What follows belongs to an exercise in optimizing a design on an open flow for small area, a short achievable clock period and few clock cycles per item; a production flow would make more cautious choices.
Only simulation tests tie the RTL to the original design; equivalence was not proved.

==> flow/design.v (excerpt) <==
module HitTest(
    input clk,
    input rst,
    input start,
    input rsel,
    input [15:0] x,
    input [15:0] y,
    input [15:0] notex,
    input [15:0] notey,
    input signed [15:0] indx,
    input signed [15:0] indy,
    output valJR,
    output valE,
    output valr,
    output valR,
    output reg ready
);
For scale: about 1500 cells after synthesis, about 110 I/O pins, roughly 14000 µm² of cells after synthesis.
export LEC_CHECK = 0
export CAP_MARGIN = 20
export CORE_MARGIN = 2
export CORE_UTILIZATION = 70
export SETUP_SLACK_MARGIN = 3.3
export SLEW_MARGIN = 20
export SYNTH_HIERARCHICAL = 1
export SYNTH_MINIMUM_KEEP_SIZE = 0
create_clock -name core_clock -period 10.0 [get_ports {clk}]
standard.sh (not shown) runs the stock make flow with config.mk's settings and CLKGATE_MAP_FILE= SYNTH_SCRIPT=/design/flow/synth_recipe.tcl, a recipe that flattens the netlist after the stock synthesis.
==> flow/flow/run.sh <==
#!/bin/bash
set -euo pipefail
B="BUFFER_PORTS_ARGS=-buffer_cell sky130_fd_sc_hd__buf_1"
R=orfs/results/sky130hd/HitTest/base
bash standard.sh "$B" floorplan > standard_floorplan.log 2>&1
cat > upsize.tcl <<EOT
read_liberty $FLOW_HOME/platforms/sky130hd/lib/sky130_fd_sc_hd__tt_025C_1v80.lib
read_db $R/2_floorplan.odb
set n 0
foreach inst [[ord::get_db_block] getInsts] {
  set name [\$inst getName]
  if {[[\$inst getMaster] getName] eq "sky130_fd_sc_hd__dfxtp_1" && [string match {[nm][ab][xy]*} \$name]} {
    replace_cell \$name sky130_fd_sc_hd__dfxtp_4
    incr n
  }
}
puts "upsized \$n registers"
write_db $R/2_floorplan.odb
EOT
openroad -no_init -exit upsize.tcl > upsize.log 2>&1
bash standard.sh "$B" SETUP_MOVE_SEQUENCE=sizeup,swap finish > standard_finish.log 2>&1
Testbench counts at the start, summed over its fixed seeds: cycles 16,000, items 16,000.
Next try:
CORE_UTILIZATION = 50   (was 70)
After rerunning: Fmax grows by 8.8%. First-iteration DRC count shrinks by 36%. Die area grows by 39%.
Next try:
==> flow/run.sh (new file) <==
#!/bin/bash
# synth_recipe.tcl (not shown) runs the flow's synth.tcl, then flattens the netlist and writes it again
# the make line also repeats each setting of config.mk as NAME=value (left out here)
make -C /OpenROAD-flow-scripts/flow DESIGN_CONFIG=/design/flow/config.mk WORK_HOME=/design/flow/orfs CLKGATE_MAP_FILE= SYNTH_SCRIPT=/design/flow/synth_recipe.tcl finish
CORE_UTILIZATION = 60   (was 50)
SETUP_SLACK_MARGIN = 2.5   (was 3.3)
removed: flow/flow/run.sh
removed: flow/standard.sh
Outcome: Hold slack improved by 370 ps. Cell area grows by 3.2%. Via count climbs by about 1.7%. Fmax went down by 6.4%. First-iteration DRC count came out higher by 9.9%.
Next try:
==> flow/flow/run.sh (new file) <==
#!/bin/bash
set -euo pipefail
B="BUFFER_PORTS_ARGS=-buffer_cell sky130_fd_sc_hd__buf_1"
R=orfs/results/sky130hd/HitTest/base
bash standard.sh "$B" floorplan > standard_floorplan.log 2>&1
cat > upsize.tcl <<EOT
read_liberty $FLOW_HOME/platforms/sky130hd/lib/sky130_fd_sc_hd__tt_025C_1v80.lib
read_db $R/2_floorplan.odb
set n 0
foreach inst [[ord::get_db_block] getInsts] {
  set name [\$inst getName]
  if {[[\$inst getMaster] getName] eq "sky130_fd_sc_hd__dfxtp_1" && [string match {[nm][ab][xy]*} \$name]} {
    replace_cell \$name sky130_fd_sc_hd__dfxtp_4
    incr n
  }
}
puts "upsized \$n registers"
write_db $R/2_floorplan.odb
EOT
openroad -no_init -exit upsize.tcl > upsize.log 2>&1
bash standard.sh "$B" SETUP_MOVE_SEQUENCE=sizeup,swap finish > standard_finish.log 2>&1
==> flow/standard.sh (new file) <==
#!/bin/bash
# synth_recipe.tcl (not shown) runs the flow's synth.tcl, then flattens the netlist and writes it again
# the make line also repeats each setting of config.mk as NAME=value (left out here)
make -C /OpenROAD-flow-scripts/flow DESIGN_CONFIG=/design/flow/config.mk WORK_HOME=/design/flow/orfs CLKGATE_MAP_FILE= SYNTH_SCRIPT=/design/flow/synth_recipe.tcl "${@:-finish}"
SETUP_SLACK_MARGIN = 3.3   (was 2.5)
removed: flow/run.sh
Result: Final area fell by 3.3%; worst setup slack gains 490 ps; count of clock-buffer cells in the layout fell by 3; synthesized area does not change; cell count fell by about 1.1%.
Next try:
--- a/flow/flow/run.sh
+++ b/flow/flow/run.sh
@@ -12 +12 @@
-  if {[[\$inst getMaster] getName] eq "sky130_fd_sc_hd__dfxtp_1" && [string match {[nm][ab][xy]*} \$name]} {
+  if {[[\$inst getMaster] getName] eq "sky130_fd_sc_hd__dfxtp_1" && [string match {na[xy]*} \$name]} {
Effect: Final cell count grows by about 0.33%; worst setup slack is worse by 330 ps; hold slack is worse by 7.4 ps; synthesized cell count stays the same; global-route usage grows by 2.7 points; sequential share of layout area shrinks by 0.73 points.
Next try:
--- a/flow/flow/run.sh
+++ b/flow/flow/run.sh
@@ -12 +12 @@
-  if {[[\$inst getMaster] getName] eq "sky130_fd_sc_hd__dfxtp_1" && [string match {na[xy]*} \$name]} {
+  if {[[\$inst getMaster] getName] eq "sky130_fd_sc_hd__dfxtp_1" && [string match {[nm][ab][xy]*} \$name]} {
SETUP_SLACK_MARGIN = 3.0   (was 3.3)
After rerunning: The new run finished clean; hold slack is better by 7.1 ps; area after synthesis stays the same; global-route usage goes down by 2.9 points; final cell count fell by 0.33%; cell area climbs by 0.32%; worst setup slack improved by 250 ps; wire length decreases by 7.2%; core utilization rises by 0.20 points; non-clock buffer count increases by 1.

* * *

HitTest, a different RTL version from the one above (not shown whole).
Size: ~1,800 cells after synthesis, about 70 flip-flops, ~110 I/O pins.
export LEC_CHECK = 0
export CAP_MARGIN = 20
export CORE_MARGIN = 2
export CORE_UTILIZATION = 60
export SETUP_SLACK_MARGIN = 2.5
export SLEW_MARGIN = 20
export SYNTH_HIERARCHICAL = 1
export SYNTH_MINIMUM_KEEP_SIZE = 0
create_clock -name core_clock -period 10.0 [get_ports {clk}]
==> flow/flow/run.sh <==
#!/bin/bash
set -euo pipefail
B="BUFFER_PORTS_ARGS=-buffer_cell sky130_fd_sc_hd__buf_1"
R=orfs/results/sky130hd/HitTest/base
bash standard.sh "$B" floorplan > standard_floorplan.log 2>&1
cat > upsize.tcl <<EOT
read_liberty $FLOW_HOME/platforms/sky130hd/lib/sky130_fd_sc_hd__tt_025C_1v80.lib
read_db $R/2_floorplan.odb
set n 0
foreach inst [[ord::get_db_block] getInsts] {
  set name [\$inst getName]
  if {[[\$inst getMaster] getName] eq "sky130_fd_sc_hd__dfxtp_1" && [string match {n[ab][xy]*} \$name]} {
    replace_cell \$name sky130_fd_sc_hd__dfxtp_2
    incr n
  }
}
puts "upsized \$n registers"
write_db $R/2_floorplan.odb
EOT
openroad -no_init -exit upsize.tcl > upsize.log 2>&1
bash standard.sh "$B" finish > standard_finish.log 2>&1
The starting point went through all stages and came out clean.
Testbench counts at the start, summed over its fixed seeds: cycles 16,000, items 16,000.
Rerun with:
--- a/flow/flow/run.sh
+++ b/flow/flow/run.sh
@@ -12,3 +12,3 @@
   if {[[\$inst getMaster] getName] eq "sky130_fd_sc_hd__dfxtp_1" && [string match {n[ab][xy]*} \$name]} {
-    replace_cell \$name sky130_fd_sc_hd__dfxtp_2
+    replace_cell \$name sky130_fd_sc_hd__dfxtp_4
     incr n
@@ -20,2 +20,2 @@
 openroad -no_init -exit upsize.tcl > upsize.log 2>&1
-bash standard.sh "$B" finish > standard_finish.log 2>&1
+bash standard.sh "$B" SETUP_MOVE_SEQUENCE=sizeup,swap finish > standard_finish.log 2>&1
SETUP_SLACK_MARGIN = 3.3   (was 2.5)
First-iteration DRC count decreases by 0.99%. Global-route usage goes up by 0.47 points. Die area is unchanged.
Rerun with:
--- a/flow/flow/run.sh
+++ b/flow/flow/run.sh
@@ -20,2 +20,2 @@
 openroad -no_init -exit upsize.tcl > upsize.log 2>&1
-bash standard.sh "$B" SETUP_MOVE_SEQUENCE=sizeup,swap finish > standard_finish.log 2>&1
+bash standard.sh "$B" finish > standard_finish.log 2>&1
CTS_BUF_LIST = sky130_fd_sc_hd__clkbuf_8   (was default)
SETUP_SLACK_MARGIN = 2.5   (was 3.3)
Effect: The new run passed the timing, DRC and antenna checks. Hold slack got worse by 0.042 ns. Maximum frequency went down by 2.5%. Area after synthesis stays the same. Wire length stays flat. Flip-flop and latch count does not change. Via count stays flat.
Rerun with:
--- a/flow/flow/run.sh
+++ b/flow/flow/run.sh
@@ -20,2 +20,2 @@
 openroad -no_init -exit upsize.tcl > upsize.log 2>&1
-bash standard.sh "$B" finish > standard_finish.log 2>&1
+bash standard.sh "$B" SETUP_MOVE_SEQUENCE=sizeup,swap finish > standard_finish.log 2>&1
ABC_AREA = 1   (was default)
CTS_BUF_LIST = default   (was sky130_fd_sc_hd__clkbuf_8)
SETUP_SLACK_MARGIN = 3.3   (was 2.5)
Die area grows by 9.4%.
Final area grows by about 10%.
Routed wire length grows by 9.5%.
Global-route usage shrinks by 0.61 points.

* * *

Q:
Another version of the RTL of HitTest (not shown whole).
Size: ~5 flip-flops, roughly 110 I/O pins.
==> flow/design.v (excerpt) <==
module HitTest(
    input clk,
    input rst,
    input start,
    input rsel,
    input [15:0] x,
    input [15:0] y,
    input [15:0] notex,
    input [15:0] notey,
    input signed [15:0] indx,
    input signed [15:0] indy,
    output reg valJR,
    output reg valE,
    output reg valr,
    output reg valR,
    output reg ready
);
wire nJR, nE, nR, iJR, iE, iR;
Calvalid calvN(.x(x), .dx(notex), .y(y), .dy(notey), .rsel(rsel),
               .inJR(nJR), .inE(nE), .inR(nR));
CalvalidR calvI(.x(x), .dx(indx), .y(y), .dy(indy), .rsel(rsel),
               .inR(iR));
always @(posedge clk) begin
    ready <= start & ~rst;
    valJR <= nJR;
    valE  <= nE;
    valr  <= nR;
    valR  <= iR;
end
endmodule
clock: 10.0 ns
lec_check: 0
cap_margin: 20
core_margin: 2
core_utilization: 40
setup_slack_margin: 1
slew_margin: 20
synth_hierarchical: 1
synth_minimum_keep_size: 0
run.sh (not shown) runs the stock make flow with config.mk's settings and CLKGATE_MAP_FILE= SYNTH_SCRIPT=/design/flow/synth_recipe.tcl, a recipe that flattens the netlist after the stock synthesis.
Stock flow here: none of the scripts above is used.
Q ended with every stage complete and zero timing, DRC or antenna violations.
Testbench counts of Q, summed over its fixed seeds: cycles 16,000, items 16,000.
Inputs modified between Q and R:
Settings: SETUP_SLACK_MARGIN now 2, was 1.
==> summary.txt <==
- R: final hold slack 0.025 ns above Q
- Reported for Q and R, layout multi-input combinational cell count turned out identical to the last digit.

-- static timing again, ports no longer ideal --
How much do the figures lean on ideal ports? The routed layouts below were timed once more, with nothing changed but the port constraints.
Step 1 assumes that a clkbuf_16 drives the clock port and a buf_2 every other input.
Step 2 also shifts input and output timing later by t, the mid clock arrival at the registers, as if the neighbouring blocks saw the same clock.
Slacks: no drivers / after step 1 / after step 2; pairs: no drivers / after step 1.
| run | t, ns | slack for setup (ns) | worst slew at a driven data input, ns |
|---|---|---|---|
| the first run of note 1 | 0.380 | 2.591 / 2.545 / 2.924 | 0.05 |
| the second run of note 1 | 0.372 | 3.190 / 3.152 / 3.168 | 0.07 |
| the third run of note 1 | 0.359 | 2.722 / 2.685 / 2.483 | 0.07 |
| the fourth run of note 1 | 0.371 | 3.211 / 3.169 / 3.085 | 0.08 |
| the fifth run of note 1 | 0.385 | 2.879 / 2.833 / 3.063 | 0.09 |
| the sixth run of note 1 | 0.372 | 3.132 / 3.090 / 2.986 | 0.07 |
| the first run of note 2 | 0.382 | 2.731 / 2.688 / 3.069 | 0.08 |
| the second run of note 2 | 0.390 | 3.106 / 3.057 / 3.447 | 0.10 |
| the third run of note 2 | 0.425 | 2.932 / 2.889 / 3.314 | 0.10 |
| the fourth run of note 2 | 0.390 | 3.240 / 3.191 / 3.581 | 0.09 |
| Q | 0.275 | 1.270 / 1.272 / 0.997 | 0.08 |
| R | 0.258 | 1.473 / 1.466 / 1.208 | 0.05 |
After both steps every run listed still meets setup and hold. For Q, which loses most, drivers alone change the setup slack by +0.002 ns; drivers and shift together by -0.273 ns.
